This is an optimization exercise on Yosys and OpenROAD, whose aim is small area, a short achievable clock period and few clock cycles per item, not a production implementation. In this exercise RTL edits were held to simulation tests only and were not proved equivalent to the original.

--- design/flow/run.sh ---
#!/bin/bash
# synth_recipe.tcl (not shown) runs the flow's synth.tcl, then flattens the netlist and writes it again
# the make line also repeats each setting of config.mk as NAME=value (left out here)
make -C /OpenROAD-flow-scripts/flow DESIGN_CONFIG=/design/flow/config.mk WORK_HOME=/design/flow/orfs CLKGATE_MAP_FILE= SYNTH_SCRIPT=/design/flow/synth_recipe.tcl finish
--- design/flow/config.mk ---
export PLATFORM = sky130hd
export DESIGN_NAME = fp32_mul
export DESIGN_NICKNAME = fp32_mul
export VERILOG_FILES = /design/flow/design.v
export SDC_FILE = /design/flow/constraint.sdc
export NUM_CORES = 4
export LEC_CHECK = 0
export CAP_MARGIN = 20
export CORE_MARGIN = 2
export CORE_UTILIZATION = 40
export SLEW_MARGIN = 20
--- design/flow/design.v ---
module operand_analyzer (
    input [31:0] operand,
    output is_zero,
    output is_normalized,
    output is_denormalized,
    output is_infinity,
    output is_nan,
    output is_snan,       
    output is_qnan,       
    output sign          
);
    wire sign_bit = operand[31];
    wire [7:0] exponent = operand[30:23];
    wire [22:0] mantissa = operand[22:0];
    wire exponent_all_zero = (exponent == 8'h00);
    wire exponent_all_one = (exponent == 8'hFF);
    wire exponent_normal = !exponent_all_zero && !exponent_all_one;
    wire mantissa_all_zero = (mantissa == 23'h000000);
    wire mantissa_not_zero = (mantissa != 23'h000000);
    assign is_zero = exponent_all_zero && mantissa_all_zero;
    assign is_denormalized = exponent_all_zero && mantissa_not_zero;
    assign is_normalized = exponent_normal;
    assign is_infinity = exponent_all_one && mantissa_all_zero;
    assign is_nan = exponent_all_one && mantissa_not_zero;
    assign is_snan = is_nan && !mantissa[22];   
    assign is_qnan = is_nan && mantissa[22];    
    assign sign = sign_bit;
endmodule
module operation_analyzer (
    input wire [31:0] op_a,
    input wire [31:0] op_b,
    output wire [3:0] special_case  
);
    wire a_zero, a_normalized, a_denormalized, a_infinity, a_nan, a_snan, a_qnan, a_sign;
    operand_analyzer analyzer_a (
        .operand(op_a),
        .is_zero(a_zero),
        .is_normalized(a_normalized),
        .is_denormalized(a_denormalized),
        .is_infinity(a_infinity),
        .is_nan(a_nan),
        .is_snan(a_snan),
        .is_qnan(a_qnan),
        .sign(a_sign)
    );
    wire b_zero, b_normalized, b_denormalized, b_infinity, b_nan, b_snan, b_qnan, b_sign;
    operand_analyzer analyzer_b (
        .operand(op_b),
        .is_zero(b_zero),
        .is_normalized(b_normalized),
        .is_denormalized(b_denormalized),
        .is_infinity(b_infinity),
        .is_nan(b_nan),
        .is_snan(b_snan),
        .is_qnan(b_qnan),
        .sign(b_sign)
    );
    wire a_is_zero = a_zero || a_denormalized;
    wire b_is_zero = b_zero || b_denormalized;
    wire any_zero = a_is_zero || b_is_zero;
    wire any_infinity = a_infinity || b_infinity;
    wire any_nan = a_nan || b_nan;
    assign special_case[3] = any_nan;                             
    assign special_case[2] = any_zero && any_infinity && !any_nan;  
    assign special_case[1] = any_zero && !any_infinity && !any_nan;  
    assign special_case[0] = any_infinity && !any_zero && !any_nan;  
endmodule
module pre_res #(
    parameter EXP_W = 8,      
    parameter MANT_W = 23     
) (
    input wire [31:0] op_a,           
    input wire [31:0] op_b,           
    input wire [3:0] special_case,    
    output wire [31:0] result         
);
    wire sign_a = op_a[31];
    wire sign_b = op_b[31];
    wire [EXP_W-1:0] exp_a = op_a[30:23];
    wire [EXP_W-1:0] exp_b = op_b[30:23];
    wire [MANT_W-1:0] mant_a = op_a[22:0];
    wire [MANT_W-1:0] mant_b = op_b[22:0];
    wire result_sign = sign_a ^ sign_b;
    wire [EXP_W-1:0] exp_all_ones = {EXP_W{1'b1}};
    wire [EXP_W-1:0] exp_all_zeros = {EXP_W{1'b0}};
    wire [MANT_W-1:0] mant_all_zeros = {MANT_W{1'b0}};
    wire [MANT_W-1:0] mant_nan_pattern = {1'b1, {MANT_W-1{1'b0}}};
    wire [31:0] case1_result = {
        op_a[31],        
        op_a[30:23],     
        {1'b1, op_a[21:0]}  
    };
    wire [31:0] case2_result = {
        1'b1,            
        exp_all_ones,    
        mant_nan_pattern  
    };
    wire [31:0] case3_result = {
        result_sign,     
        exp_all_zeros,   
        mant_all_zeros   
    };
    wire [31:0] case4_result = {
        result_sign,     
        exp_all_ones,    
        mant_all_zeros   
    };
    assign result = special_case[3] ? case1_result :   
                   special_case[2] ? case2_result :   
                   special_case[1] ? case3_result :   
                   special_case[0] ? case4_result :   
                   {result_sign, exp_all_zeros, mant_all_zeros};  
endmodule
module rounding_module (
    input wire [1:0] round_mode,           
    input wire [TOTAL_WIDTH-1:0] input_value,   
    input wire sign_bit,                   
    output wire [HIGH_PART_WIDTH-1:0] rounded,  
    output wire precision_flag,            
    output wire overflow_flag,             
    output wire no_rounding_flag           
);
    parameter IS_DOUBLE = 0;
    parameter HIGH_PART_WIDTH = (IS_DOUBLE) ? 52 : 23;
    parameter LOW_PART_WIDTH = (IS_DOUBLE) ? 53 : 24;
    parameter TOTAL_WIDTH = (IS_DOUBLE) ? 106 : 48;
    wire increment_needed;                 
    wire [HIGH_PART_WIDTH-1:0] high_part;  
    wire [LOW_PART_WIDTH-1:0] low_part;    
    wire [HIGH_PART_WIDTH-1:0] incremented_value;  
    wire overflow_detected;                
    assign high_part = input_value[TOTAL_WIDTH-1:LOW_PART_WIDTH];
    assign low_part = input_value[LOW_PART_WIDTH-1:0];
    wire increment_zero;       
    wire increment_pinf;       
    wire increment_ninf;       
    wire increment_nearest;    
    assign increment_zero = 1'b0;
    assign increment_pinf = (!sign_bit) && (|low_part);
    assign increment_ninf = sign_bit && (|low_part);
    wire msb_guard = low_part[LOW_PART_WIDTH-1];
    wire other_guard_bits = |low_part[LOW_PART_WIDTH-2:0];
    wire lsb_high = high_part[0];
    assign increment_nearest = msb_guard && (other_guard_bits || lsb_high);
    assign increment_needed = 
        (round_mode == 2'b00) ? increment_zero :
        (round_mode == 2'b01) ? increment_pinf :
        (round_mode == 2'b10) ? increment_ninf :
        increment_nearest;
    assign incremented_value = high_part + increment_needed;
    assign overflow_detected = (&high_part) && increment_needed;
    assign rounded = overflow_detected ? 
                     {1'b0, {(HIGH_PART_WIDTH-1){1'b1}}} : 
                     incremented_value;
    assign precision_flag = (low_part == {LOW_PART_WIDTH{1'b0}});   
    assign overflow_flag = overflow_detected;
    assign no_rounding_flag = !increment_needed;       
endmodule
module exp_corr  #(
    parameter IS_DOUBLE  = 0,
    parameter EXP_WIDTH  = IS_DOUBLE == 1 ? 11 : 8,
    parameter MANT_WIDTH = IS_DOUBLE == 1 ? 52 : 23
)(
    input  wire                              overflow_flag,
    input  wire [2*MANT_WIDTH+1:0]           mantissa_product,
    input  wire [EXP_WIDTH-1:0]              exponent_a,
    input  wire [EXP_WIDTH-1:0]              exponent_b,
    output wire [EXP_WIDTH-1:0]              exponent_corrected
);
    localparam BIAS = IS_DOUBLE ? 1023 : 127;
    wire [EXP_WIDTH:0] exponent_sum;
    assign exponent_sum = exponent_a + exponent_b - BIAS;
    wire msb_pattern_01 = (mantissa_product[2*MANT_WIDTH+1:2*MANT_WIDTH] == 2'b01);
    wire msb_pattern_10 = (mantissa_product[2*MANT_WIDTH+1:2*MANT_WIDTH] == 2'b10);
    wire msb_pattern_11 = (mantissa_product[2*MANT_WIDTH+1:2*MANT_WIDTH] == 2'b11);
    wire [1:0] exponent_correction;
    assign exponent_correction = msb_pattern_01 ? {1'b0, overflow_flag} :            
                                 msb_pattern_10 ?  2'b01 :                           
                                 msb_pattern_11 ? (overflow_flag ? 2'b10 : 2'b01) :  
                                                   2'b00;                            
    assign exponent_corrected = exponent_sum + exponent_correction;
endmodule 
module real_mul #(
    parameter IS_DOUBLE = 0,
    parameter EXP_W = (IS_DOUBLE) ? 11 : 8,
    parameter MANT_W = (IS_DOUBLE) ? 52 : 23
) (
    input wire clk,
    input wire rst,
    input wire [63:0] op1,
    input wire [63:0] op2,
    output wire [63:0] result
);
    wire [31:0] op_a = IS_DOUBLE ? op1[63:32] : op1[31:0];
    wire [31:0] op_b = IS_DOUBLE ? op2[63:32] : op2[31:0];
    wire [3:0] special_case;
    wire sign_a, sign_b;
    wire [EXP_W-1:0] exp_a, exp_b;
    wire [MANT_W-1:0] mant_a, mant_b;
    wire [2*MANT_W+1:0] mantissa_product;
    wire [MANT_W:0] normalized_mant;
    wire [EXP_W-1:0] product_exp;
    wire exp_overflow;
    localparam TOTAL_WIDTH = (IS_DOUBLE) ? 106 : 48;
    localparam LOW_PART_WIDTH = (IS_DOUBLE) ? 53 : 24;
    wire [MANT_W-1:0] rounded_mant;
    wire rounding_overflow, rounding_precision, rounding_no_rounding;
    operation_analyzer analyzer (
        .op_a(op_a),
        .op_b(op_b),
        .special_case(special_case)
    );
    wire [31:0] result_special;
    pre_res #(
        .EXP_W(EXP_W),
        .MANT_W(MANT_W)
    ) pre_result (
        .op_a(op_a),
        .op_b(op_b),
        .special_case(special_case),
        .result(result_special)
    );
    wire has_special_case = |special_case;
    assign sign_a = op_a[31];
    assign sign_b = op_b[31];
    assign exp_a = op_a[30:23];
    assign exp_b = op_b[30:23];
    assign mant_a = op_a[22:0];
    assign mant_b = op_b[22:0];
    wire a_is_normalized = (exp_a != 0);
    wire b_is_normalized = (exp_b != 0);
    wire [MANT_W:0] extended_mant_a = {a_is_normalized, mant_a};
    wire [MANT_W:0] extended_mant_b = {b_is_normalized, mant_b};
    assign mantissa_product = extended_mant_a * extended_mant_b;
    wire need_normalization = mantissa_product[2*MANT_W+1];
    assign normalized_mant = need_normalization ? 
                            mantissa_product[2*MANT_W:MANT_W] : 
                            mantissa_product[2*MANT_W-1:MANT_W-1];
    exp_corr #(
        .IS_DOUBLE(IS_DOUBLE),
        .EXP_WIDTH(EXP_W),
        .MANT_WIDTH(MANT_W)
    ) exp_corrector (
        .overflow_flag(1'b0),  
        .mantissa_product(mantissa_product),
        .exponent_a(exp_a),
        .exponent_b(exp_b),
        .exponent_corrected(product_exp)
    );
    wire [TOTAL_WIDTH-1:0] rounding_input;
    assign rounding_input = {normalized_mant, mantissa_product[MANT_W-2:0], {(TOTAL_WIDTH-2*MANT_W-1){1'b0}}};
    rounding_module #(
        .IS_DOUBLE(IS_DOUBLE),
        .HIGH_PART_WIDTH(MANT_W),
        .LOW_PART_WIDTH(LOW_PART_WIDTH),
        .TOTAL_WIDTH(TOTAL_WIDTH)
    ) rounder (
        .round_mode(2'b11),  
        .input_value(rounding_input),
        .sign_bit(sign_a ^ sign_b),
        .rounded(rounded_mant),
        .precision_flag(rounding_precision),
        .overflow_flag(rounding_overflow),
        .no_rounding_flag(rounding_no_rounding)
    );
    wire [31:0] normal_result = {
        sign_a ^ sign_b,     
        product_exp,         
        rounded_mant         
    };
    wire [31:0] single_result = has_special_case ? result_special : normal_result;
    assign result = IS_DOUBLE ? {single_result, 32'b0} : {32'b0, single_result};
endmodule
module fp32_mul (
    input  wire        clk,
    input  wire        rst,
    input  wire        in_valid,
    input  wire [31:0] op_a,
    input  wire [31:0] op_b,
    output reg         out_valid,
    output reg  [31:0] result
);
    wire [63:0] product;
    real_mul #(.IS_DOUBLE(0)) u_mul (
        .clk(clk),
        .rst(rst),
        .op1({32'b0, op_a}),
        .op2({32'b0, op_b}),
        .result(product)
    );
    always @(posedge clk) begin
        if (rst)
            out_valid <= 1'b0;
        else
            out_valid <= in_valid;
        result <= product[31:0];
    end
endmodule
--- design/flow/constraint.sdc ---
create_clock -name core_clock -period 11.0 [get_ports {clk}]
set_input_delay 2.2000 -clock core_clock [delete_from_list [all_inputs] [get_ports {clk}]]
set_output_delay 2.2000 -clock core_clock [all_outputs]
set_load 0.01 [all_outputs]
==> flow_summary.rst <==
.. list-table::
   :header-rows: 1

   * - Metric
     - Value
   * - Netlist area before placement
     - 22200 um2
   * - Avg Vias per Cell
     - 5.24
   * - X dimension of the die
     - 240 um
   * - Outcome
     - timing/DRC/antenna clean
   * - Initial DRC Count
     - 1067
   * - Total GRT Usage
     - 23.3%
   * - Max-capacitance violation count
     - 0
   * - Setup TNS
     - 0 ps
   * - Placer Congestion
     - 0.905
   * - FFs w/ async S/R, synth
     - 0%
   * - Detailed-route via count
     - 18300
   * - Vertical die dimension
     - 240 um
   * - Post-synth EDFFs
     - 0
   * - Avg Inst Size Synth
     - 8.42 um2
   * - Full die area
     - 57400 um2
   * - Initial cell density of the core
     - 40.4%
   * - Count of final max-slew check failures
     - 0
   * - Share of synthesized area occupied by flip-flops and latches
     - 2.98%
   * - Residual overflow from global routing
     - 0
   * - Sum of met3 wire segment lengths after detailed routing
     - 3.06 mm
   * - Post-layout min period
     - 10570 ps
   * - Worst-case clock buffer depth
     - 2
   * - Class of the most critical setup path
     - primary input to flip-flop
   * - Timing endpoint of the critical path
     - result[30]$_DFF_P_
   * - Wire length on met1
     - 27.2 mm
   * - Wire length of the first global-routing pass
     - 106 mm
   * - Unique cell type count in the Yosys netlist
     - 89
   * - Synthesized net count
     - 3375
   * - Count of input and output buffers
     - 99
   * - Layout cells sized above 1
     - 7.31%
   * - RSZ-0062 raised after global routing
     - no
   * - Fmax
     - 94.6 MHz
   * - Length of the first detailed-routing pass in iterations
     - 6
   * - Dominant synthesized flop cell
     - dfxtp_1
   * - Worst Tran Pin Value
     - 981 ps
   * - Worst setup startpoint
     - op_b[27]
   * - Htree depth
     - 2
   * - Critical path's largest stage delay
     - 500 ps
   * - Number of failing hold endpoints at the final stage
     - 0
   * - Top cell by count, worst path
     - fa_1
   * - DRC violation count after routing
     - 0
   * - Antenna Nets Post-Route
     - 0
   * - Biggest area contributors in the synthesized netlist
     - fa_1 (44%), ha_1 (11%), inv_1 (9.0%)
   * - Biggest area consumer among synthesized cells
     - fa_1
   * - Root buffer cell
     - clkbuf_16
   * - Cell with the largest stage delay on the worst path
     - fa_1
   * - Pin count of the biggest net entering global routing
     - 38
   * - Clock tree from TritonCTS
     - yes
   * - Post-synthesis instance total
     - 2636
   * - Most instantiated cells after synthesis
     - inv_1 (531), fa_1 (483), nand2_1 (470)
   * - Number of setup violations in the final report
     - 0
   * - Fraction of the cycle the final worst path needs
     - 96.1%
   * - Via count of the first global-routing pass
     - 20100
   * - Total detailed-routing wirelength
     - 63.8 mm
   * - CP max FO
     - 13
   * - Highest metal layer with signal wires
     - met4
   * - Final HPWL from detailed placement
     - 53.2 mm
   * - Antenna violations before repair
     - 2
   * - Total Nets Final
     - 3473
   * - Sort of element at the start of the critical path
     - primary input
   * - Worst max-slew margin expressed relative to the limit
     - 33.5%
   * - Total clock sinks
     - 33
   * - Hold Crit Class
     - primary input to flip-flop
   * - Arrival time reported for the critical path endpoint
     - 10730 ps
   * - Wire length on met2
     - 31.9 mm
   * - Growth of design area from synthesis to finish
     - 13.6%
   * - Core Footprint
     - 55000 um2
   * - WL per Instance
     - 18.3 um
   * - I/O Pins
     - 100
   * - Share of Yosys cell area claimed by the top area cell type
     - 43.6%
   * - Number of synthesis warnings
     - 1
   * - Endpoint type of the worst setup path
     - flip-flop
   * - Num rows
     - 86
   * - Number of clock buffers inserted by TritonCTS
     - 5
   * - Required time at the worst-slack endpoint
     - 11160 ps
   * - Synthesis-stage register bit count
     - 33
   * - Clock transition at the register clock pins on the worst setup and hold paths after CTS
     - 60 ps
   * - Post-DP Area
     - 25000 um2
   * - Most common cell in the netlist
     - inv_1
   * - Final standard cell area without fillers
     - 25200 um2
## worst max-delay path, delay by kind of cell
| family | cells | cell delay, ps |
|---|---|---|
| AOI/OAI and AO/OA | 14 | 2500 |
| and+or+nand+nor | 4 | 690 |
| xor gates and xnor gates | 1 | 150 |
| adders and majority gates | 10 | 4120 |
| buffers and inverters | 8 | 1060 |
## worst min path at each step
stage | from | endpoint | depth (start not counted)
2_1_floorplan | rst | out_valid$_SDFF_PP0_ | 1
3_3_place_gp | rst | out_valid$_SDFF_PP0_ | 2
3_5_place_dp | rst | out_valid$_SDFF_PP0_ | 2
4_1_cts | rst | out_valid$_SDFF_PP0_ | 2
5_1_grt | rst | out_valid$_SDFF_PP0_ | 2
6_report | rst | out_valid$_SDFF_PP0_ | 2
## layout make-up
cell class                 count  area [um2]
antenna                        2        5.00
clock buffer                   5         125
clock inverter                 3        65.1
fill                        5390       29800
inverter                     533        2000
multi-input combinational   1917       19000
sequential                    33         661
tap                          748         936
timing repair buffer         244        2430
## per-layer routing
metal / global-route usage, % / vias to the layer above
met5: 0 / -
met4: 6.17 / 0
met3: 2.12 / 86
met2: 40.8 / 542
met1: 30.7 / 9396
li1: - / 8241
## cell families after synthesis
| group | share of synthesized area (%) |
|---|---|
| AOI/OAI and AO/OA | 8.85 |
| xor gates and xnor gates | 2.63 |
| adders and majority gates | 54.2 |
| buffers and inverters | 11.7 |
| DFF | 2.98 |
| muxes | 0.271 |
| and+or+nand+nor | 19.3 |
## metrics by stage
step           hold slack (ps)  std cells  setup slack [ps]  util [%]
2_1_floorplan             2270       2636               354         -
3_3_place_gp              2720       3474              47.8      45.4
3_5_place_dp              2740       3474             -64.0      45.4
4_1_cts                   2450       3482               219      45.7
5_1_grt                   2480       3485             0.352      45.8
6_report                  2450       3485               426      45.8
## flip-flops by register name, indices dropped and copies added (netlist names)
name       cells
out_valid      1
result        32
## repair_timing
action | 4_1_cts | 5_1_grt
buffers inserted | 0 | 1
setup endpoints to repair | 0 | 16
gates resized for setup | 0 | 15
hold buffers | 0 | 0
## cell usage in the layout (no fill, tap or decap), types with 6 or more instances in the layout
| cell | Yosys | routed |
|---|---|---|
| nor2_1 | 70 | 70 |
| nand4_1 | 26 | 26 |
| clkdlybuf4s50_1 | 0 | 94 |
| o211ai_1 | 7 | 7 |
| xnor2_1 | 33 | 33 |
| a21o_1 | 17 | 17 |
| o21ai_0 | 63 | 61 |
| xor2_1 | 28 | 28 |
| nand3_1 | 15 | 15 |
| o21ai_1 | 11 | 13 |
| ha_1 | 189 | 188 |
| buf_4 | 1 | 118 |
| o21a_1 | 7 | 7 |
| nand2_1 | 470 | 469 |
| nor3_1 | 26 | 26 |
| a211oi_1 | 9 | 9 |
| dfxtp_1 | 33 | 33 |
| mux2i_1 | 6 | 6 |
| a21oi_2 | 3 | 6 |
| nor4_1 | 19 | 17 |
| a21oi_1 | 73 | 70 |
| buf_12 | 0 | 27 |
| fa_1 | 483 | 483 |
| inv_1 | 531 | 531 |
| o21bai_1 | 9 | 9 |
| a31oi_1 | 10 | 10 |
| and3_1 | 9 | 9 |
| and2_1 | 218 | 218 |
| nand2b_1 | 7 | 7 |
Testbench counts, summed over its fixed seeds: cycles 16,000, items 16,000.

-- afterwards: timing with drivers on the ports --
The results above use ideal ports. As a check the final layout listed here was re-extracted and re-timed, cells and wires unchanged. Step 1 assumes that a clkbuf_16 drives the clock port and a buf_2 every other input. Step 2, shift: input delay + t, output delay - t, t = (earliest + latest rising clock arrival at the registers) / 2. This alone moves slack from input paths to output paths. a / b / c = ideal ports / drivers / drivers and shift; a / b = the first two.
t, ns: 0.310
setup WS [ns]: 0.426 / 0.433 / 0.122
worst slew at a driven data input, ns: 0.09
cell pins on the clock port's net: 1
After both steps this run still meets setup and hold. The setup slack of this run moves by +0.007 ns with the drivers and by -0.304 ns with both steps.
